Background: an optimization exercise with open tools, aiming at small area. Do not read the settings as production practice. At most, simulation tests tie the RTL to the original design; equivalence was not proved. Only the layout flow was run in runs 2 to 4; the RTL was not checked for function there.

**flow/design.v**
```verilog
module gv_sync (
  input  logic clk, n_rst, in,
  output logic edge_o
);
  logic s1, s2, s3;
  always_ff @(posedge clk, negedge n_rst)
    if (!n_rst) {s1, s2, s3} <= 3'b0;
    else        {s1, s2, s3} <= {in, s1, s2};
  assign edge_o = s2 & ~s3;
endmodule
module gv_row (
  input  logic        clk, n_rst,
  input  logic        pushed,       
  input  logic        idle,
  input  logic        p37,          
  input  logic        set_win,      
  input  logic        clr_win,      
  input  logic        cnt_le,       
  output logic [15:0] nh, nm,
  output logic        good, missed
);
  logic sc, win, hit, ne1, ne2, chk, g_end, m_end;
  logic [13:0] fcg, fcm;
  logic [15:0] nh_inc, nm_inc;
  always_comb begin
    logic c;
    logic [3:0] d;
    d = nh[3:0];
    c = d >= 4'd7;
    nh_inc[3:0] = c ? d - 4'd7 : d + 4'd3;
    for (int k = 1; k < 4; k++) begin
      d = nh[4*k +: 4];
      nh_inc[4*k +: 4] = c ? ((d == 4'd9) ? 4'd0 : d + 4'd1) : d;
      c = c & (d == 4'd9);
    end
  end
  logic bcd_mode;
  assign bcd_mode = chk & ~hit;
  always_comb begin
    logic c, ov;
    logic [4:0] r;
    c = 1'b1;
    for (int k = 0; k < 4; k++) begin
      r = {1'b0, nm[4*k +: 4]} + {4'b0, c};
      ov = r[4] | (r[3] & (r[2] | r[1]));
      if (bcd_mode) begin
        nm_inc[4*k +: 4] = ov ? r[3:0] + 4'd6 : r[3:0];
        c = ov;
      end else begin
        nm_inc[4*k +: 4] = r[3:0];
        c = r[4];
      end
    end
  end
  function automatic [13:0] step14(input [13:0] a);
    step14 = {a[12:0], ~(a[13] ^ a[12])};
  endfunction
  assign chk = ~ne1 & ne2;
  assign g_end = fcg == 14'h184b;
  assign m_end = fcm == 14'h184b;
  always_ff @(posedge clk, negedge n_rst) begin
    if (!n_rst) begin
      sc <= 0; hit <= 0; ne1 <= 0; ne2 <= 0;
      nh <= 0; nm <= 0; good <= 0; missed <= 0;
    end else begin
      if (p37 && set_win) sc <= 1'b1;
      else if (clr_win)   sc <= 1'b0;
      ne1 <= sc;
      ne2 <= ne1;
      if (chk) hit <= 1'b0;
      else if (pushed && win) hit <= 1'b1;
      if (chk && hit) nh <= nh_inc;
      else if (idle)  nh <= 16'd0;
      if ((chk && !hit) || (pushed && !win)) nm <= nm_inc;
      else if (idle) nm <= 16'd0;
      if (sc && pushed) good <= 1'b1;
      else if (good && g_end) good <= 1'b0;
      if (!sc && pushed) missed <= 1'b1;
      else if (missed && m_end) missed <= 1'b0;
    end
  end
  always_ff @(posedge clk) begin
    win <= sc & cnt_le;
    fcg <= (good && !g_end) ? step14(fcg) : 14'd0;
    fcm <= (missed && !m_end) ? step14(fcm) : 14'd0;
  end
endmodule
module gv_notes #(parameter logic [31:0] INIT = 32'h0) (
  input  logic       clk, n_rst,
  input  logic       edit, clr, load24, load31, first,
  input  logic       entry,      
  input  logic       b,          
  input  logic       scroll,     
  input  logic       done,       
  input  logic       diff,
  output logic [4:0] p,
  output logic [6:0] x,
  output logic       p37
);
  logic [31:0] n;
  logic rd, dec;
  logic [4:0] pm1;
  assign rd = n[p];
  assign dec = entry | (scroll & ~done);
  always_comb begin
    logic bw;
    bw = 1'b1;
    for (int k = 0; k < 5; k++) begin
      pm1[k] = p[k] ^ bw;
      bw = bw & ~p[k];
    end
  end
  always_ff @(posedge clk, negedge n_rst) begin
    if (!n_rst) begin
      n <= INIT; p37 <= 1'b0;
    end else begin
      for (int j = 0; j < 32; j++)
        if (entry && p == 5'((j + 25) % 32)) n[j] <= b;
      if (diff) p37 <= 1'b0;
      else if (scroll) p37 <= x[4];
    end
  end
  always_ff @(posedge clk) begin
    if (load24) p <= 5'd24;
    else if (load31) p <= 5'd31;
    else if (dec) p <= pm1;
    if (clr) x <= 7'd0;
    else if (scroll) x <= {x[5:0], rd & ~done};
    else if (edit) begin
      if (first) x <= entry ? n[30:24] : n[31:25];
      else if (entry) begin
        if (p == 5'd25) x <= n[31:25];
        else x <= {x[5:0], (p <= 5'd24) ? rd : 1'b0};
      end
    end
  end
endmodule
module Guitar_Villains(
    input logic clk,
    input logic n_rst,
    input logic [3:0]button,
    input logic chip_select,
    output logic [6:0]top_row,
    output logic [6:0]bottom_row,
    output logic red_disp,
    output logic green_disp,
    output logic [6:0]ss0,
    output logic [6:0]ss1
);
  localparam IDLE = 3'd1;
  localparam EDIT = 3'd2;
  localparam DIFF = 3'd3;
  localparam RUN = 3'd4;
  localparam PAUSE = 3'd5;
  localparam FINISH = 3'd6;
  function automatic [4:0] bcdadd1(input [3:0] a, input [3:0] b, input ci);
    logic [4:0] r;
    logic ov;
    r = {1'b0, a} + {1'b0, b} + {4'b0, ci};
    ov = r[4] | (r[3] & (r[2] | r[1]));
    bcdadd1 = ov ? r + 5'd6 : r;
  endfunction
  function automatic [4:0] bcdadd1v(input [3:0] a, input [3:0] b, input ci);
    logic [4:0] r;
    logic ov;
    r = {1'b0, a} + {1'b0, b} + {4'b0, ci};
    ov = r[4] | (r[3] & (r[2] | r[1]));
    bcdadd1v = {ov, ov ? r[3:0] + 4'd6 : r[3:0]};
  endfunction
  function automatic [15:0] bcdadd4(input [15:0] a, input [15:0] b, input ci);
    logic [4:0] d0, d1, d2, d3;
    d0 = bcdadd1(a[3:0], b[3:0], ci);
    d1 = bcdadd1(a[7:4], b[7:4], d0[4]);
    d2 = bcdadd1(a[11:8], b[11:8], d1[4]);
    d3 = bcdadd1(a[15:12], b[15:12], d2[4]);
    bcdadd4 = {d3[3:0], d2[3:0], d1[3:0], d0[3:0]};
  endfunction
  function automatic [15:0] bcdadd4v(input [15:0] a, input [15:0] b, input ci);
    logic [4:0] d0, d1, d2, d3;
    d0 = bcdadd1v(a[3:0], b[3:0], ci);
    d1 = bcdadd1v(a[7:4], b[7:4], d0[4]);
    d2 = bcdadd1v(a[11:8], b[11:8], d1[4]);
    d3 = bcdadd1v(a[15:12], b[15:12], d2[4]);
    bcdadd4v = {d3[3:0], d2[3:0], d1[3:0], d0[3:0]};
  endfunction
  function automatic [3:0] comp9(input [3:0] a);
    comp9 = (a <= 4'd9) ? 4'd9 - a : 4'd0;
  endfunction
  function automatic [6:0] seg7(input [3:0] a);
    case (a)
      4'd0: seg7 = 7'b0111111;
      4'd1: seg7 = 7'b0000110;
      4'd2: seg7 = 7'b1011011;
      4'd3: seg7 = 7'b1001111;
      4'd4: seg7 = 7'b1100110;
      4'd5: seg7 = 7'b1101101;
      4'd6: seg7 = 7'b1111101;
      4'd7: seg7 = 7'b0000111;
      4'd8: seg7 = 7'b1111111;
      4'd9: seg7 = 7'b1100111;
      default: seg7 = 7'b0000000;
    endcase
  endfunction
  logic e0, e1, e2, e3, e3r;
  gv_sync sy0 (.clk(clk), .n_rst(n_rst), .in(button[0]), .edge_o(e0));
  gv_sync sy1 (.clk(clk), .n_rst(n_rst), .in(button[1]), .edge_o(e1));
  gv_sync sy2 (.clk(clk), .n_rst(n_rst), .in(button[2] & ~chip_select), .edge_o(e2));
  gv_sync sy3 (.clk(clk), .n_rst(n_rst), .in(button[3] & ~chip_select), .edge_o(e3));
  gv_sync sy4 (.clk(clk), .n_rst(n_rst), .in(button[3]), .edge_o(e3r));
  logic [2:0] mode;
  logic [1:0] level;
  logic m_idle, m_edit, m_diff, m_run, m_pause, m_fin;
  assign m_idle  = mode == IDLE;
  assign m_edit  = mode == EDIT;
  assign m_diff  = mode == DIFF;
  assign m_run   = mode == RUN;
  assign m_pause = mode == PAUSE;
  assign m_fin   = mode == FINISH;
  logic [5:0] fp;
  logic finish;
  assign finish = fp == 6'h34;
  always_ff @(posedge clk, negedge n_rst) begin
    if (!n_rst) mode <= IDLE;
    else if (e2) begin
      case (mode)
        IDLE: mode <= EDIT;
        EDIT: mode <= DIFF;
        DIFF: mode <= RUN;
        RUN: mode <= PAUSE;
        PAUSE: mode <= RUN;
        default: mode <= IDLE;
      endcase
    end else if (e3) begin
      if (!m_edit) mode <= FINISH;
    end else if (finish) mode <= FINISH;
  end
  always_ff @(posedge clk, negedge n_rst) begin
    if (!n_rst) level <= 2'd1;
    else if (m_diff && e1) level <= (level == 2'd1) ? 2'd2 : (level == 2'd2) ? 2'd3 : 2'd1;
  end
  localparam logic [16:0] C50000 = 17'h05de1, C40000 = 17'h13ec6, C30000 = 17'h06390;
  localparam logic [16:0] C39000 = 17'h0581d, C29000 = 17'h0f637, C19000 = 17'h10d19;
  localparam logic [16:0] C11000 = 17'h1c182, C59999 = 17'h12d38, CLAST = 17'h10000;
  logic [16:0] cnt, cnt_step;
  logic hz, ge60k;
  logic at_lim, set_win, clr_win;
  always_comb begin
    case (level)
      2'd2: begin at_lim = cnt == C40000; set_win = cnt == C29000; end
      2'd3: begin at_lim = cnt == C30000; set_win = cnt == C19000; end
      default: begin at_lim = cnt == C50000; set_win = cnt == C39000; end
    endcase
  end
  assign clr_win = cnt == C11000;
  assign cnt_step = {cnt[15:0], ~(cnt[16] ^ cnt[13]) ^ (&cnt[15:0])};
  always_ff @(posedge clk, negedge n_rst) begin
    if (!n_rst) begin
      cnt <= 0; hz <= 0; ge60k <= 0;
    end else begin
      hz <= at_lim & m_run;
      cnt <= (at_lim & m_run) ? 17'd0 : cnt_step;
      ge60k <= (cnt == C59999) | (ge60k & (cnt != CLAST));
    end
  end
  always_ff @(posedge clk, negedge n_rst) begin
    if (!n_rst) fp <= 0;
    else if (finish) fp <= 0;
    else if (hz) fp <= {fp[4:0], ~(fp[5] ^ fp[4])};
  end
  logic ts, tg, tr, first;
  logic [4:0] p1, p2, position;
  logic [6:0] x1, x2;
  logic p37_1, p37_2;
  logic done, scroll, xclr, load24;
  logic ent, ent1, ent2;
  assign scroll = m_run & hz;
  assign ent = m_edit & (e0 ^ e1);
  assign ent1 = ent & ~ts;
  assign ent2 = ent & ts;
  assign first = ~(tg | tr);
  assign load24 = m_idle | m_fin;
  assign xclr = load24 | m_diff;
  gv_notes #(.INIT(32'hcccccccc)) nt1 (.clk(clk), .n_rst(n_rst), .edit(m_edit), .clr(xclr),
    .load24(load24), .load31(m_diff), .first(first), .entry(ent1), .b(e1), .scroll(scroll),
    .done(done), .diff(m_diff), .p(p1), .x(x1), .p37(p37_1));
  gv_notes #(.INIT(32'haaaaaaaa)) nt2 (.clk(clk), .n_rst(n_rst), .edit(m_edit), .clr(xclr),
    .load24(load24), .load31(m_diff), .first(first), .entry(ent2), .b(e1), .scroll(scroll),
    .done(done), .diff(m_diff), .p(p2), .x(x2), .p37(p37_2));
  always_ff @(posedge clk) begin
    ts <= m_edit & (ts ^ e3r);
    tg <= m_edit & ~ts;
    tr <= m_edit & ts;
    position <= m_edit ? (ts ? p2 : p1) : 5'd24;
    if (m_diff) done <= 1'b0;
    else if (scroll && p1 == 5'd0) done <= 1'b1;
  end
  logic [15:0] nh1, nm1, nh2, nm2;
  logic good1, good2, missed1, missed2;
  gv_row r1 (.clk(clk), .n_rst(n_rst), .pushed(m_run & e0), .idle(m_idle), .p37(p37_1),
    .set_win(set_win), .clr_win(clr_win), .cnt_le(~ge60k), .nh(nh1), .nm(nm1), .good(good1), .missed(missed1));
  gv_row r2 (.clk(clk), .n_rst(n_rst), .pushed(m_run & e1), .idle(m_idle), .p37(p37_2),
    .set_win(set_win), .clr_win(clr_win), .cnt_le(~ge60k), .nh(nh2), .nm(nm2), .good(good2), .missed(missed2));
  logic [15:0] th, tm, tsc, tm9;
  logic [7:0] hits8, misses8, score, dneg;
  logic is_neg, flash_on, fl;
  logic [16:0] fc;
  assign th = bcdadd4v(nh1, nh2, 1'b0);
  assign tm = bcdadd4(nm1, nm2, 1'b0);
  assign tm9 = {comp9(tm[15:12]), comp9(tm[11:8]), comp9(tm[7:4]), comp9(tm[3:0])};
  assign tsc = bcdadd4v(th, tm9, 1'b1);
  assign hits8 = (th[15:8] != 8'h00) ? 8'h99 : th[7:0];
  assign misses8 = (tm > 16'h99) ? 8'h99 : tm[7:0];
  logic [4:0] dn0, dn1;
  assign dn0 = bcdadd1v(comp9(tsc[3:0]), 4'd0, 1'b1);
  assign dn1 = bcdadd1v(comp9(tsc[7:4]), 4'd0, dn0[4]);
  assign dneg = {dn1[3:0], dn0[3:0]};
  assign is_neg = tsc[15:12] >= 4'd5;
  assign flash_on = ~is_neg | ~fl;
  always_comb begin
    if (tsc[15:8] == 8'h00) score = tsc[7:0];
    else if (tsc[15:8] == 8'h99 && tsc[7:0] != 8'h00) score = dneg;
    else score = 8'h99;
  end
  always_ff @(posedge clk, negedge n_rst) begin
    if (!n_rst) begin
      fc <= 0; fl <= 0;
    end else if (is_neg) begin
      fc <= (fc == 17'h0546b) ? 17'd0 : {fc[15:0], ~(fc[16] ^ fc[13])};
      if (fc == 17'h0546b) fl <= 1'b0;
      else if (fc == 17'h12ef0) fl <= 1'b1;
    end
  end
  logic [7:0] hs;
  logic [1:0] sm;
  always_ff @(posedge clk, negedge n_rst) begin
    if (!n_rst) begin
      hs <= 0; sm <= 0;
    end else begin
      if (m_fin && score > hs && !is_neg) hs <= score;
      if (e0) sm <= sm + 2'd1;
    end
  end
  logic [7:0] dv, pbcd;
  logic den;
  always_comb begin
    case (position)    
      5'd0: pbcd = 8'h07;  5'd1: pbcd = 8'h08;  5'd2: pbcd = 8'h09;  5'd3: pbcd = 8'h10;
      5'd4: pbcd = 8'h11;  5'd5: pbcd = 8'h12;  5'd6: pbcd = 8'h13;  5'd7: pbcd = 8'h14;
      5'd8: pbcd = 8'h15;  5'd9: pbcd = 8'h16;  5'd10: pbcd = 8'h17; 5'd11: pbcd = 8'h18;
      5'd12: pbcd = 8'h19; 5'd13: pbcd = 8'h20; 5'd14: pbcd = 8'h21; 5'd15: pbcd = 8'h22;
      5'd16: pbcd = 8'h23; 5'd17: pbcd = 8'h24; 5'd18: pbcd = 8'h25; 5'd19: pbcd = 8'h26;
      5'd20: pbcd = 8'h27; 5'd21: pbcd = 8'h28; 5'd22: pbcd = 8'h29; 5'd23: pbcd = 8'h30;
      5'd24: pbcd = 8'h31; 5'd25: pbcd = 8'h00; 5'd26: pbcd = 8'h01; 5'd27: pbcd = 8'h02;
      5'd28: pbcd = 8'h03; 5'd29: pbcd = 8'h04; 5'd30: pbcd = 8'h05; default: pbcd = 8'h06;
    endcase
  end
  always_comb begin
    dv = score;
    den = flash_on;
    if (m_edit) begin
      dv = pbcd; den = 1'b1;
    end else if (m_fin) begin
      case (sm)
        2'd1: begin dv = hs; den = 1'b1; end
        2'd2: begin dv = hits8; den = 1'b1; end
        2'd3: begin dv = misses8; den = 1'b1; end
        default: ;
      endcase
    end
  end
  always_comb begin
    top_row = 7'b0; bottom_row = 7'b0; red_disp = 1'b0; green_disp = 1'b0;
    ss0 = 7'b0; ss1 = 7'b0;
    if (!chip_select) begin
      case (mode)
        IDLE: begin top_row = 7'h7f; bottom_row = 7'h7f; end
        EDIT: begin
          green_disp = tg; red_disp = tr; top_row = x2; bottom_row = x1;
          ss0 = seg7(dv[3:0]); ss1 = seg7(dv[7:4]);
        end
        DIFF: begin
          ss0 = seg7({2'b0, level}); ss1 = 7'b1011110;
        end
        RUN, PAUSE: begin
          green_disp = good1 | good2; red_disp = missed1 | missed2;
          top_row = x1; bottom_row = x2;
          if (den) begin ss0 = seg7(dv[3:0]); ss1 = seg7(dv[7:4]); end
        end
        FINISH: begin
          green_disp = (sm == 2'd1) | (sm == 2'd2);
          red_disp = (sm == 2'd1) | (sm == 2'd3);
          if (den) begin ss0 = seg7(dv[3:0]); ss1 = seg7(dv[7:4]); end
        end
        default: ;
      endcase
    end
  end
endmodule
```
**flow/run.sh**
```bash
#!/bin/bash
# synth_recipe.tcl (not shown) runs the flow's synth.tcl, then flattens the netlist and writes it again
# the make line also repeats each setting of config.mk as NAME=value (left out here)
make -C /OpenROAD-flow-scripts/flow DESIGN_CONFIG=/design/flow/config.mk WORK_HOME=/design/flow/orfs CLKGATE_MAP_FILE= SYNTH_SCRIPT=/design/flow/synth_recipe.tcl finish
```
**flow/config.mk**
```make
export PLATFORM = sky130hd
export DESIGN_NAME = Guitar_Villains
export DESIGN_NICKNAME = Guitar_Villains
export VERILOG_FILES = /design/flow/design.v
export SDC_FILE = /design/flow/constraint.sdc
export NUM_CORES = 4
export LEC_CHECK = 0
export ABC_AREA = 1
export CAP_MARGIN = 20
export CORE_MARGIN = 2
export CORE_UTILIZATION = 40
export SLEW_MARGIN = 20
```
**flow/constraint.sdc**
```tcl
create_clock -name core_clock -period 20.0 [get_ports {clk}]
set_input_delay 4.0000 -clock core_clock [delete_from_list [all_inputs] [get_ports {clk}]]
set_output_delay 4.0000 -clock core_clock [all_outputs]
set_load 0.01 [all_outputs]
```
==> summary.txt, run 1 <==
outcome no timing/DRC/antenna violations; number of buffers inserted during clock tree synthesis 38; cell repeated most along the worst path sky130_fd_sc_hd__inv_1; number of hold buffers added after CTS 0; most frequent cells in the layout sky130_fd_sc_hd__nand2_1, sky130_fd_sc_hd__inv_1, sky130_fd_sc_hd__nor2_1; routed wire length per instance 14.8 um; effective utilization at floorplan 0.405; DRT Pass-1 Iters 6; Setup-failing EPs final 0; commonest non-fill, non-tap cell in the layout sky130_fd_sc_hd__nand2_1; top-area cell type share of the netlist area 0.228; Crit Path Category reg -> out; Clk Latency, worst-skew pair 560 ps; predominant post-synthesis flop cell sky130_fd_sc_hd__dfrtp_1; sequential share of the synthesized area 0.366; die boundary height 227 um; Maximum Capacitance Violations 0; share of final-layout standard cells stronger than drive strength 1 0.0680; Via-to-Cell Ratio 5.16; number of distinct library cells after synthesis 67; final period utilization 0.849; mean instance size in the synthesized netlist 7.51 sq um; via count of the first global-routing pass 17,200; total length of routed met2 wires 24,000 um; top cell type by total area after synthesis sky130_fd_sc_hd__dfrtp_1; Synth-to-Final Area Change 11.4%; slowest cell on the critical path sky130_fd_sc_hd__clkdlybuf4s50_1; io pins 37; Critical path origin r1.nm[0]$_DFFE_PN0P_; number of DRC markers in iteration 0 1,096; final worst-path setup slack 3010 ps; via count 17,400; largest net degree at the start of global routing 90; Final HPWL DP 37,100 um; DR WL met3 1950 um; Sequential Area 7260 sq um; total core area 49,000 sq um; die extent in x 227 um; relative slew slack 0.325; Fin Setup TNS 0 ps; Max H-tree Level 2; cell at the root of the clock tree sky130_fd_sc_hd__clkbuf_16; Max FO, Critical Path 21; overflow left after global routing 0; worst-case setup slack after placement 3570 ps; Min Clock Period, post-route 16,990 ps; most area-consuming cells after synthesis sky130_fd_sc_hd__dfrtp_1, sky130_fd_sc_hd__ha_1, sky130_fd_sc_hd__dfxtp_1, sky130_fd_sc_hd__nand2_1, sky130_fd_sc_hd__inv_1; die outline area 51,400 sq um; clock input transition at the sequential cells of the worst setup and hold paths 60 ps; Total Routed Length 49,900 um; clock tree from TritonCTS done; total track usage 0.199; # placed instances 3,299; routed metal-1 wirelength 22,600 um; post-synthesis instance total 2,642; worst-margin pin slew 1010 ps; data arrival time at the worst-slack endpoint 12,990 ps; number of nets at the end of the flow 2,869; number of placement rows 81; Cell Count, Final, Fillers Out 3,368; WHS 344 ps; worst endpoint required time 16,000 ps; Longest Clk Path Bufs 3; Final Hold Violating Endpoints 0; fillers 4,820; fraction of registers with async set/reset 0.700; FF+latch count, synth 307; start point of the worst hold path sy3.s1$_DFF_PN0_; number of antenna violations at the first check in global routing 1; Antenna Diode Count 0; Achievable Freq 0.0589 GHz; min-delay worst type reg -> reg; Crit Reg-Reg Startpoint r1.nm[0]$_DFFE_PN0P_; DRC 0; worst reg-to-reg setup slack 7680 ps; setup repair after global routing missed its margin false; multi-input gate area in the final layout 10,700 sq um; # resized after CTS 0; Post-Syn Area 19,800 sq um; final weighted congestion of routability-driven global placement 0.885; clock tree skew after final layout 22.2 ps; crit start category flip-flop; highest metal used met5; post-route antenna net violation count 0; worst-case reg-to-reg path depth 72; instance count along the most critical hold path 0; number of nets produced by synthesis 2,836; Clock Sink Count 307; RR Endpoint hs[6]$_DFFE_PN0P_; maximum single-stage delay on the critical path 640 ps; global-route wire length before repair 83,400 um; hold path endpoint sy3.s2$_DFF_PN0_; number of flops mapped to enable cells by yosys 0; number of warnings issued by yosys 5; Post-CTS Repair Setup Buffers 0; nature of the critical path endpoint output port; I/O Buffers 36; number of slew-limit violations in the final report 0
synth_stat cells, types with 4 or more instances:
cell type                   instances
sky130_fd_sc_hd__nand2_1          435
sky130_fd_sc_hd__or2_2              6
sky130_fd_sc_hd__inv_2             15
sky130_fd_sc_hd__dfrtp_1          181
sky130_fd_sc_hd__nor3_1            27
sky130_fd_sc_hd__nor4_1            15
sky130_fd_sc_hd__nand3_1          161
sky130_fd_sc_hd__o21ai_2            4
sky130_fd_sc_hd__dfstp_2           34
sky130_fd_sc_hd__a22oi_1           15
sky130_fd_sc_hd__o21ai_0          197
sky130_fd_sc_hd__o221ai_1           5
sky130_fd_sc_hd__mux2i_1            5
sky130_fd_sc_hd__xor2_2             4
sky130_fd_sc_hd__o21a_1             8
sky130_fd_sc_hd__nand3_2            4
sky130_fd_sc_hd__inv_1            414
sky130_fd_sc_hd__clkbuf_1          42
sky130_fd_sc_hd__nand4_1           22
sky130_fd_sc_hd__ha_1             166
sky130_fd_sc_hd__a21oi_2            5
sky130_fd_sc_hd__fa_1              21
sky130_fd_sc_hd__nor2_2            10
sky130_fd_sc_hd__xor2_1            31
sky130_fd_sc_hd__o211ai_1          16
sky130_fd_sc_hd__xnor2_1           23
sky130_fd_sc_hd__a21oi_1          173
sky130_fd_sc_hd__dfxtp_1           92
sky130_fd_sc_hd__o41ai_1            4
sky130_fd_sc_hd__a31oi_1           29
sky130_fd_sc_hd__nor2_1           330
sky130_fd_sc_hd__o21ai_1           13
sky130_fd_sc_hd__nand2_2           18
sky130_fd_sc_hd__o2111ai_1          4
sky130_fd_sc_hd__clkinv_1           6
sky130_fd_sc_hd__nand2_4            7
sky130_fd_sc_hd__buf_2              6
sky130_fd_sc_hd__o22ai_1           33
sky130_fd_sc_hd__o31ai_1           10
metrics by stage:
step,area [sq um],util
2_1_floorplan,19800,-
3_3_place_gp,20900,0.427
3_5_place_dp,20900,0.427
4_1_cts,22100,0.451
5_1_grt,22100,0.452
6_report,22100,0.452
state kept, by name, summed over array words and instances, names as in the netlist, 2 cells and up:
name and count:
r1.nh 16, nt2.n 32, fp 6, pbcd 6, nt1.n 32, r2.fcm 14
mode 3, r1.nm 16, level 2, nt1.x 7, nt2.p 5, r1.fcg 14
r2.nh 16, sm 2, cnt 17, fc 17, hs 8, r1.fcm 14
r2.nm 16, nt1.p 5, nt2.x 7, r2.fcg 14
layer usage:
metal  track usage  vias to the layer above
met1         0.249                     8221
met5             0                        -
li1              -                     8740
met2         0.349                      335
met3        0.0272                       90
met4        0.0677                        2
worst max path at each step:
stage | endpoint | slack, ps
2_1_floorplan | ss0[3] | 5360
3_3_place_gp | ss1[0] | 3830
3_5_place_dp | ss1[0] | 3570
4_1_cts | ss1[0] | 2930
5_1_grt | ss1[0] | 1940
6_report | ss1[0] | 3010
cells by family (layout without fill, tap and decap cells):
group,count (synthesis),in the layout,synth area share
AND/OR/NAND/NOR,1053,1053,0.228
AO/OA/AOI/OAI,545,545,0.157
flip-flops,307,307,0.366
multiplexers,5,5,0.00252
XOR/XNOR,59,59,0.0279
buffers and inverters,486,548,0.0923
adder cells (fa/ha/maj),187,187,0.126
layout make-up:
type,count,share of cell area
clock buffer,57,0.0490
clock inverter,12,0.00543
inverter,435,0.0739
multi-input combinational,1849,0.486
sequential,307,0.329
tap,664,0.0376
timing repair buffer,44,0.0192
worst max-delay path: cells and delay by family, from the launching register on:
family	cells	cell delay [ps]
XOR/XNOR	3	590
buffers and inverters	19	2140
AO/OA/AOI/OAI	2	360
flip-flops	1	410
adder cells (fa/ha/maj)	19	5310
AND/OR/NAND/NOR	27	3590
==> run 2, diff against run 1 <==
--- a/flow/design.v
+++ b/flow/design.v
@@ -27,10 +27,16 @@
     logic [3:0] d;
     d = nh[3:0];
-    c = d >= 4'd7;
-    nh_inc[3:0] = c ? d - 4'd7 : d + 4'd3;
+    c = d[3] | (d[2] & d[1] & d[0]);            
+    nh_inc[0] = ~d[0];
+    nh_inc[1] = c ? (d[3] & d[0]) : ~(d[1] ^ d[0]);
+    nh_inc[2] = ~c & (d[2] ^ (d[1] | d[0]));
+    nh_inc[3] = ~c & d[2] & (d[1] | d[0]);
     for (int k = 1; k < 4; k++) begin
       d = nh[4*k +: 4];
-      nh_inc[4*k +: 4] = c ? ((d == 4'd9) ? 4'd0 : d + 4'd1) : d;
-      c = c & (d == 4'd9);
+      nh_inc[4*k]     = d[0] ^ c;
+      nh_inc[4*k + 1] = d[1] ^ (c & d[0] & ~d[3]);
+      nh_inc[4*k + 2] = d[2] ^ (c & d[1] & d[0]);
+      nh_inc[4*k + 3] = d[3] ^ (c & ((d[2] & d[1] & d[0]) | (d[3] & d[0])));
+      c = c & d[3] & d[0];                       
     end
   end
@@ -38,16 +44,24 @@
   assign bcd_mode = chk & ~hit;
   always_comb begin
-    logic c, ov;
-    logic [4:0] r;
+    logic c, ov, c4;
+    logic [3:0] d, r;
     c = 1'b1;
     for (int k = 0; k < 4; k++) begin
-      r = {1'b0, nm[4*k +: 4]} + {4'b0, c};
-      ov = r[4] | (r[3] & (r[2] | r[1]));
+      d = nm[4*k +: 4];
+      r[0] = d[0] ^ c;
+      r[1] = d[1] ^ (c & d[0]);
+      r[2] = d[2] ^ (c & d[1] & d[0]);
+      r[3] = d[3] ^ (c & d[2] & d[1] & d[0]);
+      c4 = c & d[3] & d[2] & d[1] & d[0];
+      ov = c4 | (r[3] & (r[2] | r[1]));
       if (bcd_mode) begin
-        nm_inc[4*k +: 4] = ov ? r[3:0] + 4'd6 : r[3:0];
+        nm_inc[4*k]     = r[0];
+        nm_inc[4*k + 1] = r[1] ^ ov;
+        nm_inc[4*k + 2] = r[2] ^ (ov & ~r[1]);
+        nm_inc[4*k + 3] = r[3] ^ (ov & (r[2] | r[1]));
         c = ov;
       end else begin
-        nm_inc[4*k +: 4] = r[3:0];
-        c = r[4];
+        nm_inc[4*k +: 4] = r;
+        c = c4;
       end
     end
@@ -154,33 +168,30 @@
   localparam PAUSE = 3'd5;
   localparam FINISH = 3'd6;
-  function automatic [4:0] bcdadd1(input [3:0] a, input [3:0] b, input ci);
-    logic [4:0] r;
-    logic ov;
-    r = {1'b0, a} + {1'b0, b} + {4'b0, ci};
-    ov = r[4] | (r[3] & (r[2] | r[1]));
-    bcdadd1 = ov ? r + 5'd6 : r;
-  endfunction
-  function automatic [4:0] bcdadd1v(input [3:0] a, input [3:0] b, input ci);
-    logic [4:0] r;
-    logic ov;
-    r = {1'b0, a} + {1'b0, b} + {4'b0, ci};
-    ov = r[4] | (r[3] & (r[2] | r[1]));
-    bcdadd1v = {ov, ov ? r[3:0] + 4'd6 : r[3:0]};
-  endfunction
-  function automatic [15:0] bcdadd4(input [15:0] a, input [15:0] b, input ci);
-    logic [4:0] d0, d1, d2, d3;
-    d0 = bcdadd1(a[3:0], b[3:0], ci);
-    d1 = bcdadd1(a[7:4], b[7:4], d0[4]);
-    d2 = bcdadd1(a[11:8], b[11:8], d1[4]);
-    d3 = bcdadd1(a[15:12], b[15:12], d2[4]);
-    bcdadd4 = {d3[3:0], d2[3:0], d1[3:0], d0[3:0]};
+  function automatic [4:0] bdig(input [3:0] a, input [3:0] b, input ci, input weird);
+    logic [4:0] c;
+    logic [3:0] z;
+    logic ov, k;
+    c[0] = ci;
+    for (int i = 0; i < 4; i++) begin
+      z[i] = a[i] ^ b[i] ^ c[i];
+      c[i+1] = (a[i] & b[i]) | (c[i] & (a[i] ^ b[i]));
+    end
+    ov = c[4] | (z[3] & (z[2] | z[1]));
+    k = ov & (z[2] | z[1]);
+    bdig[0] = z[0];
+    bdig[1] = z[1] ^ ov;
+    bdig[2] = z[2] ^ (ov & ~z[1]);
+    bdig[3] = z[3] ^ k;
+    bdig[4] = weird ? ov & ~(c[4] & z[3] & (z[2] | z[1])) : ov;
   endfunction
-  function automatic [15:0] bcdadd4v(input [15:0] a, input [15:0] b, input ci);
-    logic [4:0] d0, d1, d2, d3;
-    d0 = bcdadd1v(a[3:0], b[3:0], ci);
-    d1 = bcdadd1v(a[7:4], b[7:4], d0[4]);
-    d2 = bcdadd1v(a[11:8], b[11:8], d1[4]);
-    d3 = bcdadd1v(a[15:12], b[15:12], d2[4]);
-    bcdadd4v = {d3[3:0], d2[3:0], d1[3:0], d0[3:0]};
+  function automatic [15:0] badd(input [15:0] a, input [15:0] b, input ci, input weird);
+    logic [4:0] d;
+    logic c;
+    c = ci;
+    for (int i = 0; i < 4; i++) begin
+      d = bdig(a[4*i +: 4], b[4*i +: 4], c, weird);
+      badd[4*i +: 4] = d[3:0];
+      c = d[4];
+    end
   endfunction
   function automatic [3:0] comp9(input [3:0] a);
@@ -305,15 +316,15 @@
   logic is_neg, flash_on, fl;
   logic [16:0] fc;
-  assign th = bcdadd4v(nh1, nh2, 1'b0);
-  assign tm = bcdadd4(nm1, nm2, 1'b0);
+  assign th = badd(nh1, nh2, 1'b0, 1'b0);
+  assign tm = badd(nm1, nm2, 1'b0, 1'b1);
   assign tm9 = {comp9(tm[15:12]), comp9(tm[11:8]), comp9(tm[7:4]), comp9(tm[3:0])};
-  assign tsc = bcdadd4v(th, tm9, 1'b1);
+  assign tsc = badd(th, tm9, 1'b1, 1'b0);
   assign hits8 = (th[15:8] != 8'h00) ? 8'h99 : th[7:0];
-  assign misses8 = (tm > 16'h99) ? 8'h99 : tm[7:0];
-  logic [4:0] dn0, dn1;
-  assign dn0 = bcdadd1v(comp9(tsc[3:0]), 4'd0, 1'b1);
-  assign dn1 = bcdadd1v(comp9(tsc[7:4]), 4'd0, dn0[4]);
-  assign dneg = {dn1[3:0], dn0[3:0]};
-  assign is_neg = tsc[15:12] >= 4'd5;
+  assign misses8 = ((tm[15:8] != 8'h00) || (tm[7:4] > 4'd9) || (tm[7:4] == 4'd9 && tm[3:0] > 4'd9)) ? 8'h99 : tm[7:0];
+  logic z0;
+  assign z0 = tsc[3:0] == 4'd0;
+  assign dneg[3:0] = z0 ? 4'd0 : 4'd10 - tsc[3:0];
+  assign dneg[7:4] = 4'd9 - tsc[7:4] + {3'b0, z0};
+  assign is_neg = tsc[15] | (tsc[14] & (tsc[13] | tsc[12]));
   assign flash_on = ~is_neg | ~fl;
   always_comb begin
--- a/flow/config.mk
+++ b/flow/config.mk
@@ -9,4 +9,5 @@
 export CAP_MARGIN = 20
 export CORE_MARGIN = 2
-export CORE_UTILIZATION = 40
+export CORE_UTILIZATION = 60
+export CTS_BUF_LIST = sky130_fd_sc_hd__clkbuf_8
 export SLEW_MARGIN = 20
==> summary.txt, run 2 <==
top flop regs nt1.n x32, nt2.n x32 (unchanged); number of warnings issued by yosys 5 (unchanged); clock tree from TritonCTS done (unchanged); routed wire length per instance 15.7 um (was 14.8 um); number of nets at the end of the flow 2,550 (was 2,869); sequential share of the synthesized area 0.395 (was 0.366); worst-case reg-to-reg path depth 63 (was 72); most area-consuming cells after synthesis sky130_fd_sc_hd__dfrtp_1, sky130_fd_sc_hd__dfxtp_1, sky130_fd_sc_hd__nand2_1, sky130_fd_sc_hd__inv_1, sky130_fd_sc_hd__ha_1 (was sky130_fd_sc_hd__dfrtp_1, sky130_fd_sc_hd__ha_1, sky130_fd_sc_hd__dfxtp_1, sky130_fd_sc_hd__nand2_1, sky130_fd_sc_hd__inv_1); worst endpoint required time 16,000 ps (about the same); die outline area 32,100 sq um (was 51,400 sq um); overflow left after global routing 0 (unchanged); multi-input gate area in the final layout 9440 sq um (was 10,700 sq um); number of DRC markers in iteration 0 992 (was 1,096); Adder-Cell Fraction of Synth Area 0.113 (was 0.126); Max H-tree Level 2 (unchanged); number of distinct library cells after synthesis 65 (was 67); Achievable Freq 0.0528 GHz (was 0.0589 GHz); Sequential Area 7260 sq um (unchanged); Total Routed Length 44,700 um (was 49,900 um); total core area 30,400 sq um (was 49,000 sq um); clock tree skew after final layout 27.4 ps (was 22.2 ps); final period utilization 0.948 (was 0.849); number of placement rows 64 (was 81); Post-Syn Area 18,400 sq um (was 19,800 sq um); DRT Pass-1 Iters 5 (was 6); leading post-synthesis cells by instance count sky130_fd_sc_hd__nand2_1, sky130_fd_sc_hd__inv_1, sky130_fd_sc_hd__nor2_1, sky130_fd_sc_hd__o21ai_0, sky130_fd_sc_hd__dfrtp_1 (unchanged); fraction of registers with async set/reset 0.700 (unchanged); min-delay worst type reg -> reg (unchanged); Cell Count, Final, Fillers Out 2,843 (was 3,368); outcome no timing/DRC/antenna violations (unchanged); post-synthesis xor/xnor area fraction 0.0166 (was 0.0279); Min Clock Period, post-route 18,950 ps (was 16,990 ps); number of slew-limit violations in the final report 0 (unchanged); effective utilization at floorplan 0.605 (was 0.405); largest net degree at the start of global routing 84 (was 90); dominant combinational cell family by area after synthesis simple AND/OR/NAND/NOR gates (unchanged); share of final-layout standard cells stronger than drive strength 1 0.0891 (was 0.0680); Crit Path Category reg -> out (unchanged); worst-margin pin slew 1020 ps (was 1010 ps); most repeated cell in the gate-level netlist after synthesis sky130_fd_sc_hd__nand2_1 (unchanged); Clock Sink Count 307 (unchanged); mean instance size in the synthesized netlist 7.80 sq um (was 7.51 sq um); total track usage 0.281 (was 0.199); number of nets produced by synthesis 2,508 (was 2,836); Longest Clk Path Bufs 3 (unchanged); top-area cell type share of the netlist area 0.246 (was 0.228); predominant post-synthesis flop cell sky130_fd_sc_hd__dfrtp_1 (unchanged); clock input transition at the sequential cells of the worst setup and hold paths 60 ps (about the same); crit start category flip-flop (unchanged); I/O Buffers 36 (unchanged); final weighted congestion of routability-driven global placement 0.953 (was 0.885); Synth-to-Final Area Change 9.94% (was 11.4%); top cell type by total area after synthesis sky130_fd_sc_hd__dfrtp_1 (unchanged); final design area excluding fillers 20,200 sq um (was 22,100 sq um); # placed instances 2,745 (was 3,299); nature of the critical path endpoint output port (unchanged); WHS 347 ps (was 344 ps); most frequent cells in the layout sky130_fd_sc_hd__nand2_1, sky130_fd_sc_hd__inv_1, sky130_fd_sc_hd__nor2_1 (unchanged); Final Hold Violating Endpoints 0 (unchanged); Max FO, Critical Path 5 (was 21); area fraction in and, or, nand and nor cells after synthesis 0.206 (was 0.228); number of flops mapped to enable cells by yosys 0 (unchanged); complex-gate fraction of the synthesized area 0.175 (was 0.157); relative slew slack 0.313 (was 0.325); Maximum Capacitance Violations 0 (unchanged); io pins 37 (unchanged); Fin Setup TNS 0 ps (unchanged); via count 16,000 (was 17,400); die extent in x 179 um (was 227 um); fillers 2,611 (was 4,820); placed standard-cell area 19,100 sq um (was 20,900 sq um); number of buffers inserted during clock tree synthesis 53 (was 38); slowest cell on the critical path sky130_fd_sc_hd__clkdlybuf4s50_1 (unchanged); start point of the worst hold path sy0.s1$_DFF_PN0_ (was sy3.s1$_DFF_PN0_); post-synthesis mux area share 0 (was 0.00252); die boundary height 179 um (was 227 um); maximum single-stage delay on the critical path 560 ps (was 640 ps); DRC 0 (unchanged); Via-to-Cell Ratio 5.61 (was 5.16); post-synthesis instance total 2,362 (was 2,642); Setup-failing EPs final 0 (unchanged); Final HPWL DP 32,600 um (was 37,100 um); data arrival time at the worst-slack endpoint 14,950 ps (was 12,990 ps); global-route wire length before repair 73,300 um (was 83,400 um); number of hold buffers added after CTS 0 (unchanged); Antenna Diode Count 0 (unchanged); cell repeated most along the worst path sky130_fd_sc_hd__fa_1 (was sky130_fd_sc_hd__inv_1); cell at the root of the clock tree sky130_fd_sc_hd__clkbuf_8 (was sky130_fd_sc_hd__clkbuf_16); number of antenna violations at the first check in global routing 0 (was 1); instance count along the most critical hold path 0 (unchanged); commonest non-fill, non-tap cell in the layout sky130_fd_sc_hd__nand2_1 (unchanged); post-route antenna net violation count 0 (unchanged); FF+latch count, synth 307 (unchanged); via count of the first global-routing pass 15,000 (was 17,200); Crit Reg-Reg Startpoint r1.nm[0]$_DFFE_PN0P_ (unchanged); Critical path origin r1.nm[0]$_DFFE_PN0P_ (unchanged); setup repair after global routing missed its margin false (unchanged); Clk Latency, worst-skew pair 610 ps (was 560 ps)
[run 2: cells by family (layout without fill, tap and decap cells)]
family                   Yosys count  count (layout)
AO/OA/AOI/OAI                    559             559
adder cells (fa/ha/maj)          139             139
flip-flops                       307             307
buffers and inverters            462             547
XOR/XNOR                          35              35
AND/OR/NAND/NOR                  860             860
[run 2: worst paths after layout]
kind	end	slack, ps
setup / recovery	ss0[3]	1050
hold / removal	sy0.s2$_DFF_PN0_	350
setup reg to reg	hs[2]$_DFFE_PN0P_	5610
hold reg to reg	sy0.s2$_DFF_PN0_	350
max in group asynchronous	nt1.n[25]$_DFFE_PN0P_	14480
min in group asynchronous	r2.nh[12]$_DFFE_PN0P_	3370
[run 2: cell type report]
type | count | area share
multi-input cells | 1593 | 0.466
flip-flops and latches | 307 | 0.359
inverters | 402 | 0.0747
clock buffers | 68 | 0.0462
well taps | 396 | 0.0245
repair buffers | 47 | 0.0225
clock inverters | 30 | 0.00711
[run 2: critical path: cells and delay by family, from the launching register on]
family,cells,cell delay (ps)
adder cells (fa/ha/maj),24,8680
AO/OA/AOI/OAI,5,990
AND/OR/NAND/NOR,19,2420
XOR/XNOR,3,530
flip-flops,1,430
buffers and inverters,11,1300
[run 2: stage by stage]
step | setup WS, ps | util
2_1_floorplan | 2950 | -
3_3_place_gp | 1660 | 0.628
3_5_place_dp | 1370 | 0.628
4_1_cts | 685 | 0.664
5_1_grt | 5.66 | 0.665
6_report | 1050 | 0.665
[run 2: repair_timing]
action                     CTS  global route
resized for setup            0            10
buffers inserted             0             0
setup endpoints to repair    0            10
[run 2: metal layers]
| layer | vias to the layer above | track usage | wire, um |
|---|---|---|---|
| li1 | 7887 | - | - |
| met5 | - | 0 | 0 |
| met4 | 0 | 0.0907 | 1220 |
| met3 | 90 | 0.0430 | 2290 |
| met1 | 7574 | 0.390 | 20800 |
| met2 | 405 | 0.454 | 20400 |
==> run 3, diff against run 2 <==
--- a/flow/config.mk
+++ b/flow/config.mk
@@ -11,3 +11,5 @@
 export CORE_UTILIZATION = 60
 export CTS_BUF_LIST = sky130_fd_sc_hd__clkbuf_8
+export CTS_CLUSTER_DIAMETER = 80
+export CTS_CLUSTER_SIZE = 15
 export SLEW_MARGIN = 20
==> summary.txt, run 3 <==
post-synthesis instance total 2,362 (unchanged); number of nets at the end of the flow 2,522 (was 2,550); worst endpoint required time 16,000 ps (about the same); commonest non-fill, non-tap cell in the layout sky130_fd_sc_hd__nand2_1 (unchanged); cell at the root of the clock tree sky130_fd_sc_hd__clkbuf_8 (unchanged); Critical path origin r1.nm[0]$_DFFE_PN0P_ (unchanged); effective utilization at floorplan 0.605 (unchanged); FF+latch count, synth 307 (unchanged); Achievable Freq 0.0528 GHz (about the same); maximum single-stage delay on the critical path 600 ps (was 560 ps); # resized after CTS 0 (unchanged); number of nets produced by synthesis 2,508 (unchanged); setup repair after global routing missed its margin false (unchanged); via count of the first global-routing pass 14,700 (was 15,000); most frequent cells in the layout sky130_fd_sc_hd__nand2_1, sky130_fd_sc_hd__inv_1, sky130_fd_sc_hd__nor2_1 (unchanged); Crit Path Category reg -> out (unchanged); crit start category flip-flop (unchanged); Total Routed Length 43,800 um (was 44,700 um); sequential share of the synthesized area 0.395 (unchanged); Setup-failing EPs final 0 (unchanged); top-area cell type share of the netlist area 0.246 (unchanged); clock input transition at the sequential cells of the worst setup and hold paths 110 ps (was 60 ps); global-route wire length before repair 72,100 um (was 73,300 um); Final Hold Violating Endpoints 0 (unchanged); Via-to-Cell Ratio 5.63 (was 5.61); I/O Buffers 36 (unchanged); final worst-path setup slack 1050 ps (about the same); Max FO, Critical Path 5 (unchanged); die extent in x 179 um (unchanged); leading post-synthesis cells by instance count sky130_fd_sc_hd__nand2_1, sky130_fd_sc_hd__inv_1, sky130_fd_sc_hd__nor2_1, sky130_fd_sc_hd__o21ai_0, sky130_fd_sc_hd__dfrtp_1 (unchanged); overflow left after global routing 0 (unchanged); worst-margin pin slew 1050 ps (was 1020 ps); Longest Clk Path Bufs 3 (unchanged); number of buffers inserted during clock tree synthesis 25 (was 53); Synth-to-Final Area Change 6.86% (was 9.94%); Clock Sink Count 307 (unchanged); Max H-tree Level 1 (was 2); top flop regs nt1.n x32, nt2.n x32 (unchanged); final period utilization 0.948 (about the same); Antenna Diode Count 0 (unchanged); number of hold buffers added after CTS 0 (unchanged); Fin Setup TNS 0 ps (unchanged); clock tree skew after final layout 26.9 ps (was 27.4 ps); Post-CTS Repair Setup Buffers 0 (unchanged); Post-Syn Area 18,400 sq um (unchanged); relative slew slack 0.295 (was 0.313); DRC 0 (unchanged); most area-consuming cells after synthesis sky130_fd_sc_hd__dfrtp_1, sky130_fd_sc_hd__dfxtp_1, sky130_fd_sc_hd__nand2_1, sky130_fd_sc_hd__inv_1, sky130_fd_sc_hd__ha_1 (unchanged); slowest cell on the critical path sky130_fd_sc_hd__clkdlybuf4s50_1 (unchanged); top cell type by total area after synthesis sky130_fd_sc_hd__dfrtp_1 (unchanged); number of slew-limit violations in the final report 0 (unchanged); worst-case setup slack after placement 1370 ps (unchanged); Maximum Capacitance Violations 0 (unchanged); total track usage 0.275 (was 0.281); post-route antenna net violation count 0 (unchanged); number of DRC markers in iteration 0 960 (was 992); share of final-layout standard cells stronger than drive strength 1 0.0706 (was 0.0891); Crit Reg-Reg Startpoint r1.nm[0]$_DFFE_PN0P_ (unchanged); number of warnings issued by yosys 5 (unchanged); DRT Pass-1 Iters 5 (unchanged); number of antenna violations at the first check in global routing 0 (unchanged); nature of the critical path endpoint output port (unchanged); number of flops mapped to enable cells by yosys 0 (unchanged); total core area 30,400 sq um (unchanged); clock tree from TritonCTS done (unchanged); data arrival time at the worst-slack endpoint 14,950 ps (about the same); min-delay worst type reg -> reg (unchanged); number of placement rows 64 (unchanged); predominant post-synthesis flop cell sky130_fd_sc_hd__dfrtp_1 (unchanged); routed wire length per instance 15.7 um (about the same); number of distinct library cells after synthesis 65 (unchanged); final weighted congestion of routability-driven global placement 0.953 (unchanged); largest net degree at the start of global routing 84 (unchanged); Clk Latency, worst-skew pair 590 ps (was 610 ps); cell repeated most along the worst path sky130_fd_sc_hd__fa_1 (unchanged); Min Clock Period, post-route 18,950 ps (about the same); Final HPWL DP 32,600 um (unchanged); die boundary height 179 um (unchanged); io pins 37 (unchanged); via count 15,700 (was 16,000); fraction of registers with async set/reset 0.700 (unchanged); outcome no timing/DRC/antenna violations (unchanged); die outline area 32,100 sq um (unchanged); most repeated cell in the gate-level netlist after synthesis sky130_fd_sc_hd__nand2_1 (unchanged); mean instance size in the synthesized netlist 7.80 sq um (unchanged); start point of the worst hold path sy4.s1$_DFF_PN0_ (was sy0.s1$_DFF_PN0_)
==> run 3: cell counts after synthesis <==
Identical to the previous run, type by type.
==> run 3: worst paths after layout <==
check                                        end  depth (start not counted)  slack (ps)
max in group asynchronous  nt1.n[28]$_DFFE_PN0P_                          3       14500
min reg2reg                     sy4.s2$_DFF_PN0_                          0         340
max reg2reg                    hs[6]$_DFFE_PN0P_                         63        5610
min in group asynchronous  r1.nh[10]$_DFFE_PN0P_                          1        3370
min                             sy4.s2$_DFF_PN0_                          0         340
max                                       ss1[6]                         63        1050
==> run 3: kinds of logic (layout without fill, tap and decap cells) <==
group,after synthesis,count (layout),synth area share
AO/OA/AOI/OAI,559,559,0.175
flip-flops,307,307,0.395
XOR/XNOR,35,35,0.0166
AND/OR/NAND/NOR,860,860,0.206
buffers and inverters,462,494,0.0950
adder cells (fa/ha/maj),139,139,0.113
==> run 3: routing by layer <==
| layer | GRT usage | wire length, um |
|---|---|---|
| met1 | 0.391 | 20600 |
| met2 | 0.445 | 19800 |
| met3 | 0.0307 | 2060 |
| met4 | 0.0820 | 1330 |
| met5 | 0 | 0 |
==> run 3: worst max-delay path: cells and delay by family (launching register included) <==
family,cells,cell delay (ps)
flip-flops,1,440
AO/OA/AOI/OAI,7,1160
XOR/XNOR,3,530
buffers and inverters,12,1330
AND/OR/NAND/NOR,17,2250
adder cells (fa/ha/maj),24,8660
==> run 3: through the flow <==
step | instances | utilization | hold slack [ps] | cell area (sq um)
floorplan | 2362 | - | 331 | 18400
global placement | 2745 | 0.628 | 332 | 19100
detailed placement | 2745 | 0.628 | 336 | 19100
CTS | 2790 | 0.645 | 347 | 19600
global route | 2790 | 0.647 | 349 | 19700
finish | 2790 | 0.647 | 339 | 19700
==> run 3: area by class of cell <==
type	count	area, sq um
Sequential cell	307	7260
Clock buffer	25	344
Clock inverter	20	166
Fill cell	2649	10800
Tap cell	396	495
Timing Repair Buffer	47	453
Multi-Input combinational cell	1593	9440
Inverter	402	1510
==> run 4, diff against run 3 <==
--- a/flow/config.mk
+++ b/flow/config.mk
@@ -10,6 +10,6 @@
 export CORE_MARGIN = 2
 export CORE_UTILIZATION = 60
-export CTS_BUF_LIST = sky130_fd_sc_hd__clkbuf_8
-export CTS_CLUSTER_DIAMETER = 80
-export CTS_CLUSTER_SIZE = 15
+export CTS_BUF_LIST = sky130_fd_sc_hd__clkbuf_16
+export CTS_CLUSTER_DIAMETER = 100
+export CTS_CLUSTER_SIZE = 24
 export SLEW_MARGIN = 20
==> summary.txt, run 4 <==
outcome no timing/DRC/antenna violations (unchanged); maximum single-stage delay on the critical path 620 ps (was 600 ps); number of nets produced by synthesis 2,508 (unchanged); number of antenna violations at the first check in global routing 0 (unchanged); worst reg-to-reg setup slack 5610 ps (about the same); routed wire length per instance 15.8 um (was 15.7 um); data arrival time at the worst-slack endpoint 14,950 ps (about the same); Setup-failing EPs final 0 (unchanged); commonest non-fill, non-tap cell in the layout sky130_fd_sc_hd__nand2_1 (unchanged); FF+latch count, synth 307 (unchanged); Post-Syn Area 18,400 sq um (unchanged); number of distinct library cells after synthesis 65 (unchanged); Achievable Freq 0.0528 GHz (about the same); worst-margin pin slew 1050 ps (about the same); number of placement rows 64 (unchanged); Maximum Capacitance Violations 0 (unchanged); post-route antenna net violation count 0 (unchanged); setup repair after global routing missed its margin false (unchanged); number of hold buffers added after CTS 0 (unchanged); I/O Buffers 36 (unchanged); total core area 30,400 sq um (unchanged); min-delay worst type reg -> reg (unchanged); effective utilization at floorplan 0.605 (unchanged); number of slew-limit violations in the final report 0 (unchanged); number of DRC markers in iteration 0 1,007 (was 960); predominant post-synthesis flop cell sky130_fd_sc_hd__dfrtp_1 (unchanged); cell repeated most along the worst path sky130_fd_sc_hd__fa_1 (unchanged); die extent in x 179 um (unchanged); overflow left after global routing 0 (unchanged); total length of routed met2 wires 19,800 um (about the same); top-area cell type share of the netlist area 0.246 (unchanged); most frequent cells in the layout sky130_fd_sc_hd__nand2_1, sky130_fd_sc_hd__inv_1, sky130_fd_sc_hd__nor2_1 (unchanged); Fin Setup TNS 0 ps (unchanged); Via-to-Cell Ratio 5.66 (was 5.63); number of flops mapped to enable cells by yosys 0 (unchanged); Antenna Diode Count 0 (unchanged); highest metal used met4 (unchanged); nature of the critical path endpoint output port (unchanged); relative slew slack 0.294 (was 0.295); worst-case reg-to-reg path depth 63 (unchanged); die outline area 32,100 sq um (unchanged); Synth-to-Final Area Change 6.66% (was 6.86%); most repeated cell in the gate-level netlist after synthesis sky130_fd_sc_hd__nand2_1 (unchanged); Longest Clk Path Bufs 3 (unchanged); DR WL met3 1920 um (was 2060 um); io pins 37 (unchanged); via count 15,700 (about the same); mean instance size in the synthesized netlist 7.80 sq um (unchanged); total track usage 0.274 (was 0.275); sequential share of the synthesized area 0.395 (unchanged); Total Routed Length 43,700 um (was 43,800 um); slowest cell on the critical path sky130_fd_sc_hd__clkdlybuf4s50_1 (unchanged); Final HPWL DP 32,600 um (unchanged); via count of the first global-routing pass 14,600 (was 14,700); Post-CTS Repair Setup Buffers 0 (unchanged); clock input transition at the sequential cells of the worst setup and hold paths 100 ps (was 110 ps); top cell type by total area after synthesis sky130_fd_sc_hd__dfrtp_1 (unchanged); Crit Path Category reg -> out (unchanged); worst endpoint required time 16,000 ps (about the same); share of final-layout standard cells stronger than drive strength 1 0.0660 (was 0.0706); number of nets at the end of the flow 2,514 (was 2,522); die boundary height 179 um (unchanged); cell at the root of the clock tree sky130_fd_sc_hd__clkbuf_16 (was sky130_fd_sc_hd__clkbuf_8); clock tree skew after final layout 22.1 ps (was 26.9 ps); number of warnings issued by yosys 5 (unchanged); DRT Pass-1 Iters 5 (unchanged); Min Clock Period, post-route 18,950 ps (about the same); most area-consuming cells after synthesis sky130_fd_sc_hd__dfrtp_1, sky130_fd_sc_hd__dfxtp_1, sky130_fd_sc_hd__nand2_1, sky130_fd_sc_hd__inv_1, sky130_fd_sc_hd__ha_1 (unchanged); leading post-synthesis cells by instance count sky130_fd_sc_hd__nand2_1, sky130_fd_sc_hd__inv_1, sky130_fd_sc_hd__nor2_1, sky130_fd_sc_hd__o21ai_0, sky130_fd_sc_hd__dfrtp_1 (unchanged); instance count along the most critical hold path 0 (unchanged); post-synthesis instance total 2,362 (unchanged); Final Hold Violating Endpoints 0 (unchanged); final period utilization 0.948 (about the same); DRC 0 (unchanged); number of buffers inserted during clock tree synthesis 17 (was 25); final standard cell utilization of the core 0.645 (was 0.647); Clock Sink Count 307 (unchanged); clock tree from TritonCTS done (unchanged); Clk Latency, worst-skew pair 510 ps (was 590 ps); Max FO, Critical Path 5 (unchanged); # resized after CTS 0 (unchanged); final weighted congestion of routability-driven global placement 0.953 (unchanged); largest net degree at the start of global routing 84 (unchanged); crit start category flip-flop (unchanged); top flop regs nt1.n x32, nt2.n x32 (unchanged); fillers 2,673 (was 2,649); Max H-tree Level 1 (unchanged); global-route wire length before repair 71,700 um (was 72,100 um); routed metal-1 wirelength 20,800 um (was 20,600 um); fraction of registers with async set/reset 0.700 (unchanged)
run 4: per-layer routing:
layer | global-route usage | up-vias
met2 | 0.446 | 363
met5 | 0 | -
met1 | 0.391 | 7493
li1 | - | 7780
met3 | 0.0276 | 71
met4 | 0.0749 | 0
run 4: worst max-delay path: cells and delay by family, from the launching register on:
family	cells	cell delay [ps]
buf+inv	12	1340
compound gates	7	1230
fa+ha+maj	24	8670
xor+xnor	3	530
flops	1	450
simple gates	17	2220
run 4: final timing paths:
| path | start | endpoint |
|---|---|---|
| setup / recovery | r1.nm[0]$_DFFE_PN0P_ | ss1[6] |
| hold / removal | sy2.s1$_DFF_PN0_ | sy2.s2$_DFF_PN0_ |
| setup reg to reg | r1.nm[0]$_DFFE_PN0P_ | hs[6]$_DFFE_PN0P_ |
| hold reg to reg | sy2.s1$_DFF_PN0_ | sy2.s2$_DFF_PN0_ |
| max in group asynchronous | n_rst | nt1.n[16]$_DFFE_PN0P_ |
| min in group asynchronous | n_rst | r1.nh[9]$_DFFE_PN0P_ |
run 4: area by class of cell:
| class | count | area (sq um) | area share |
|---|---|---|---|
| clock buffers | 17 | 425 | 0.0217 |
| clock inverters | 12 | 67.6 | 0.00344 |
| inverters | 402 | 1510 | 0.0770 |
| multi-input cells | 1593 | 9430 | 0.480 |
| flip-flops and latches | 307 | 7260 | 0.370 |
| well taps | 396 | 495 | 0.0252 |
| repair buffers | 47 | 448 | 0.0228 |
run 4: kinds of logic (layout without fill, tap and decap cells):
kind of cell	after synthesis	after routing	synth area share
AO/OA/AOI/OAI	559	559	0.175
buffers and inverters	462	478	0.0950
adder cells (fa/ha/maj)	139	139	0.113
AND/OR/NAND/NOR	860	860	0.206
XOR/XNOR	35	35	0.0166
flip-flops	307	307	0.395
run 4: through the flow:
stage / instance area, sq um / hold slack, ps / instances / setup WS, ps
floorplan: 18400 / 331 / 2362 / 2950
global placement: 19100 / 332 / 2745 / 1660
detailed placement: 19100 / 336 / 2745 / 1370
CTS: 19600 / 344 / 2774 / 761
global route: 19600 / 357 / 2774 / 16.7
finish: 19600 / 341 / 2774 / 1050
==> run 5, diff against run 4 <==
--- a/flow/design.v
+++ b/flow/design.v
@@ -67,10 +67,10 @@
     end
   end
-  function automatic [13:0] step14(input [13:0] a);
-    step14 = {a[12:0], ~(a[13] ^ a[12])};
+  function automatic [13:0] step14n(input [13:0] a);
+    step14n = {a[12:0], a[13] ^ a[12]};
   endfunction
   assign chk = ~ne1 & ne2;
-  assign g_end = fcg == 14'h184b;
-  assign m_end = fcm == 14'h184b;
+  assign g_end = fcg == ~14'h184b;
+  assign m_end = fcm == ~14'h184b;
   always_ff @(posedge clk, negedge n_rst) begin
     if (!n_rst) begin
@@ -96,11 +96,11 @@
   always_ff @(posedge clk) begin
     win <= sc & cnt_le;
-    fcg <= (good && !g_end) ? step14(fcg) : 14'd0;
-    fcm <= (missed && !m_end) ? step14(fcm) : 14'd0;
+    fcg <= (good && !g_end) ? step14n(fcg) : 14'h3fff;
+    fcm <= (missed && !m_end) ? step14n(fcm) : 14'h3fff;
   end
 endmodule
 module gv_notes #(parameter logic [31:0] INIT = 32'h0) (
   input  logic       clk, n_rst,
-  input  logic       edit, clr, load24, load31, first,
+  input  logic       load24, load31,
   input  logic       entry,      
   input  logic       b,          
@@ -139,12 +139,10 @@
     else if (load31) p <= 5'd31;
     else if (dec) p <= pm1;
-    if (clr) x <= 7'd0;
+    if (load24) x <= n[31:25];
+    else if (diff) x <= 7'd0;
     else if (scroll) x <= {x[5:0], rd & ~done};
-    else if (edit) begin
-      if (first) x <= entry ? n[30:24] : n[31:25];
-      else if (entry) begin
-        if (p == 5'd25) x <= n[31:25];
-        else x <= {x[5:0], (p <= 5'd24) ? rd : 1'b0};
-      end
+    else if (entry) begin
+      if (p == 5'd25) x <= n[31:25];
+      else x <= {x[5:0], (p <= 5'd24) ? rd : 1'b0};
     end
   end
@@ -283,5 +281,5 @@
   logic [6:0] x1, x2;
   logic p37_1, p37_2;
-  logic done, scroll, xclr, load24;
+  logic done, scroll, load24;
   logic ent, ent1, ent2;
   assign scroll = m_run & hz;
@@ -291,10 +289,7 @@
   assign first = ~(tg | tr);
   assign load24 = m_idle | m_fin;
-  assign xclr = load24 | m_diff;
-  gv_notes #(.INIT(32'hcccccccc)) nt1 (.clk(clk), .n_rst(n_rst), .edit(m_edit), .clr(xclr),
-    .load24(load24), .load31(m_diff), .first(first), .entry(ent1), .b(e1), .scroll(scroll),
+  gv_notes #(.INIT(32'hcccccccc)) nt1 (.clk(clk), .n_rst(n_rst), .load24(load24), .load31(m_diff), .entry(ent1), .b(e1), .scroll(scroll),
     .done(done), .diff(m_diff), .p(p1), .x(x1), .p37(p37_1));
-  gv_notes #(.INIT(32'haaaaaaaa)) nt2 (.clk(clk), .n_rst(n_rst), .edit(m_edit), .clr(xclr),
-    .load24(load24), .load31(m_diff), .first(first), .entry(ent2), .b(e1), .scroll(scroll),
+  gv_notes #(.INIT(32'haaaaaaaa)) nt2 (.clk(clk), .n_rst(n_rst), .load24(load24), .load31(m_diff), .entry(ent2), .b(e1), .scroll(scroll),
     .done(done), .diff(m_diff), .p(p2), .x(x2), .p37(p37_2));
   always_ff @(posedge clk) begin
@@ -387,5 +382,6 @@
         IDLE: begin top_row = 7'h7f; bottom_row = 7'h7f; end
         EDIT: begin
-          green_disp = tg; red_disp = tr; top_row = x2; bottom_row = x1;
+          green_disp = tg; red_disp = tr;
+          if (!first) begin top_row = x2; bottom_row = x1; end
           ss0 = seg7(dv[3:0]); ss1 = seg7(dv[7:4]);
         end
==> summary.txt, run 5 <==
worst endpoint required time 16,000 ps (about the same); cell at the root of the clock tree sky130_fd_sc_hd__clkbuf_16 (unchanged); post-route antenna net violation count 0 (unchanged); total track usage 0.276 (was 0.274); Setup-failing EPs final 0 (unchanged); die outline area 31,400 sq um (was 32,100 sq um); Clk Latency, worst-skew pair 540 ps (was 510 ps); worst reg-to-reg setup slack 5380 ps (was 5610 ps); number of DRC markers in iteration 0 1,208 (was 1,007); multi-input gate area in the final layout 9050 sq um (was 9430 sq um); DRC 0 (unchanged); start point of the worst hold path sy3.s1$_DFF_PN0_ (was sy2.s1$_DFF_PN0_); number of buffers inserted during clock tree synthesis 17 (unchanged); hold path endpoint sy3.s2$_DFF_PN0_ (was sy2.s2$_DFF_PN0_); Final Hold Violating Endpoints 0 (unchanged); mean instance size in the synthesized netlist 8.07 sq um (was 7.80 sq um); relative slew slack 0.347 (was 0.294); io pins 37 (unchanged); worst-case setup slack after placement 1180 ps (was 1370 ps); most area-consuming cells after synthesis sky130_fd_sc_hd__dfrtp_1, sky130_fd_sc_hd__dfxtp_1, sky130_fd_sc_hd__nand2_1, sky130_fd_sc_hd__inv_1, sky130_fd_sc_hd__ha_1 (unchanged); Post-Syn Area 18,000 sq um (was 18,400 sq um); Achievable Freq 0.0527 GHz (was 0.0528 GHz); number of distinct library cells after synthesis 61 (was 65); Total Routed Length 42,400 um (was 43,700 um); routed wire length per instance 16.0 um (was 15.8 um); Maximum Capacitance Violations 0 (unchanged); effective utilization at floorplan 0.608 (was 0.605); via count 15,000 (was 15,700); clock tree from TritonCTS done (unchanged); FF+latch count, synth 307 (unchanged); Synth-to-Final Area Change 7.45% (was 6.66%); number of placement rows 63 (was 64); Clock Sink Count 307 (unchanged); Final HPWL DP 31,400 um (was 32,600 um); slowest cell on the critical path sky130_fd_sc_hd__fa_1 (was sky130_fd_sc_hd__clkdlybuf4s50_1); final weighted congestion of routability-driven global placement 0.914 (was 0.953); Crit Path Category reg -> out (unchanged); predominant post-synthesis flop cell sky130_fd_sc_hd__dfrtp_1 (unchanged); maximum single-stage delay on the critical path 570 ps (was 620 ps); leading post-synthesis cells by instance count sky130_fd_sc_hd__nand2_1, sky130_fd_sc_hd__inv_1, sky130_fd_sc_hd__nor2_1, sky130_fd_sc_hd__dfrtp_1, sky130_fd_sc_hd__o21ai_0 (was sky130_fd_sc_hd__nand2_1, sky130_fd_sc_hd__inv_1, sky130_fd_sc_hd__nor2_1, sky130_fd_sc_hd__o21ai_0, sky130_fd_sc_hd__dfrtp_1); number of nets at the end of the flow 2,389 (was 2,514); sequential share of the synthesized area 0.412 (was 0.395); I/O Buffers 36 (unchanged); top flop regs nt1.n x32, nt2.n x32 (unchanged); commonest non-fill, non-tap cell in the layout sky130_fd_sc_hd__nand2_1 (unchanged); WHS 360 ps (was 341 ps); Max FO, Critical Path 5 (unchanged); outcome no timing/DRC/antenna violations (unchanged)
-- run 5: critical path, delay by kind of cell (launching register included) --
| kind | cells | cell delay [ps] |
|---|---|---|
| buffers and inverters | 12 | 1320 |
| XOR/XNOR | 2 | 390 |
| adder cells (fa/ha/maj) | 24 | 8880 |
| AND/OR/NAND/NOR | 18 | 2510 |
| flip-flops | 1 | 440 |
| AO/OA/AOI/OAI | 5 | 920 |
-- run 5: layout make-up --
cell class	instances	area share
clock buffers	17	0.0220
well taps	390	0.0252
flip-flops and latches	307	0.383
inverters	375	0.0730
repair buffers	50	0.0243
multi-input cells	1492	0.468
clock inverters	13	0.00408
-- run 5: repair_timing --
| action | CTS | global route |
|---|---|---|
| hold endpoints to repair | 0 | 0 |
| setup endpoints to repair | 0 | 14 |
| buffers inserted | 0 | 2 |
| resized for setup | 0 | 19 |
-- run 5: cells by family after synthesis --
logic type               after synthesis  share of synthesized area
AO/OA/AOI/OAI                        502                      0.162
XOR/XNOR                              33                     0.0161
adder cells (fa/ha/maj)              139                      0.115
buffers and inverters                430                     0.0906
flip-flops                           307                      0.412
multiplexers                           2                    0.00125
AND/OR/NAND/NOR                      816                      0.203
-- run 5: how the worst max path moves through the flow --
stage	startpoint	to	slack, ps	depth (start not counted)
3_5_place_dp	r1.nm[0]$_DFFE_PN0P_	ss1[3]	1180	61
5_1_grt	r1.nm[0]$_DFFE_PN0P_	ss0[3]	-5	63
3_3_place_gp	r1.nm[0]$_DFFE_PN0P_	ss1[3]	1560	61
2_1_floorplan	r1.nm[0]$_DFFE_PN0P_	ss1[3]	2690	60
6_report	r1.nm[0]$_DFFE_PN0P_	ss1[3]	1020	61
4_1_cts	r1.nm[0]$_DFFE_PN0P_	ss1[3]	630	61
-- run 5: stage by stage --
stage                      util  setup TNS, ps  instances  cell area [sq um]
after floorplan               -              0       2229              18000
after global placement    0.633              0       2612              18700
after detailed placement  0.633              0       2612              18700
after CTS                 0.650              0       2642              19200
after global routing      0.654          -4.74       2644              19300
final                     0.654              0       2644              19300
-- run 5: metal layers --
metal | global-route usage | part of all wire | vias up | routed length (um)
li1 | - | - | 7392 | -
met1 | 0.365 | 0.44 | 7175 | 18500
met2 | 0.475 | 0.49 | 394 | 20700
met3 | 0.0288 | 0.044 | 75 | 1890
met4 | 0.0888 | 0.032 | 0 | 1340
met5 | 0 | 0 | - | 0

## port drivers added, routing unchanged
No port has a modelled driver above. Below, the same layouts with a new extraction and two added sets of constraints. Step 1 sets driving cells, clkbuf_16 on the clock port and buf_2 on the other inputs (assumed; they add their load-dependent delay and slew). Step 2 times the ports against the registers' clock, not the clock port: input delays grow and output delays shrink by t, the midpoint of the rising clock arrivals with the driver on. a / b / c = ideal / step 1 / step 2; a / b = the first two.
| run | t (ns) | setup WS [ns] | worst register clock-pin slew, ns | worst data-port slew with drivers (ns) | pins driven straight from the clock port |
|---|---|---|---|---|---|
| run 1 | 0.609 | 3.010 / 2.954 / 3.563 | 0.06 / 0.06 | 0.05 | 1 |
| run 2 | 0.644 | 1.049 / 0.999 / 1.643 | 0.07 / 0.07 | 0.05 | 1 |
| run 3 | 0.623 | 1.048 / 0.998 / 1.621 | 0.11 / 0.11 | 0.05 | 1 |
| run 4 | 0.558 | 1.048 / 0.995 / 1.553 | 0.10 / 0.10 | 0.05 | 1 |
| run 5 | 0.566 | 1.016 / 0.962 / 1.527 | 0.11 / 0.11 | 0.06 | 1 |
After both steps setup and hold are still met in every run listed.
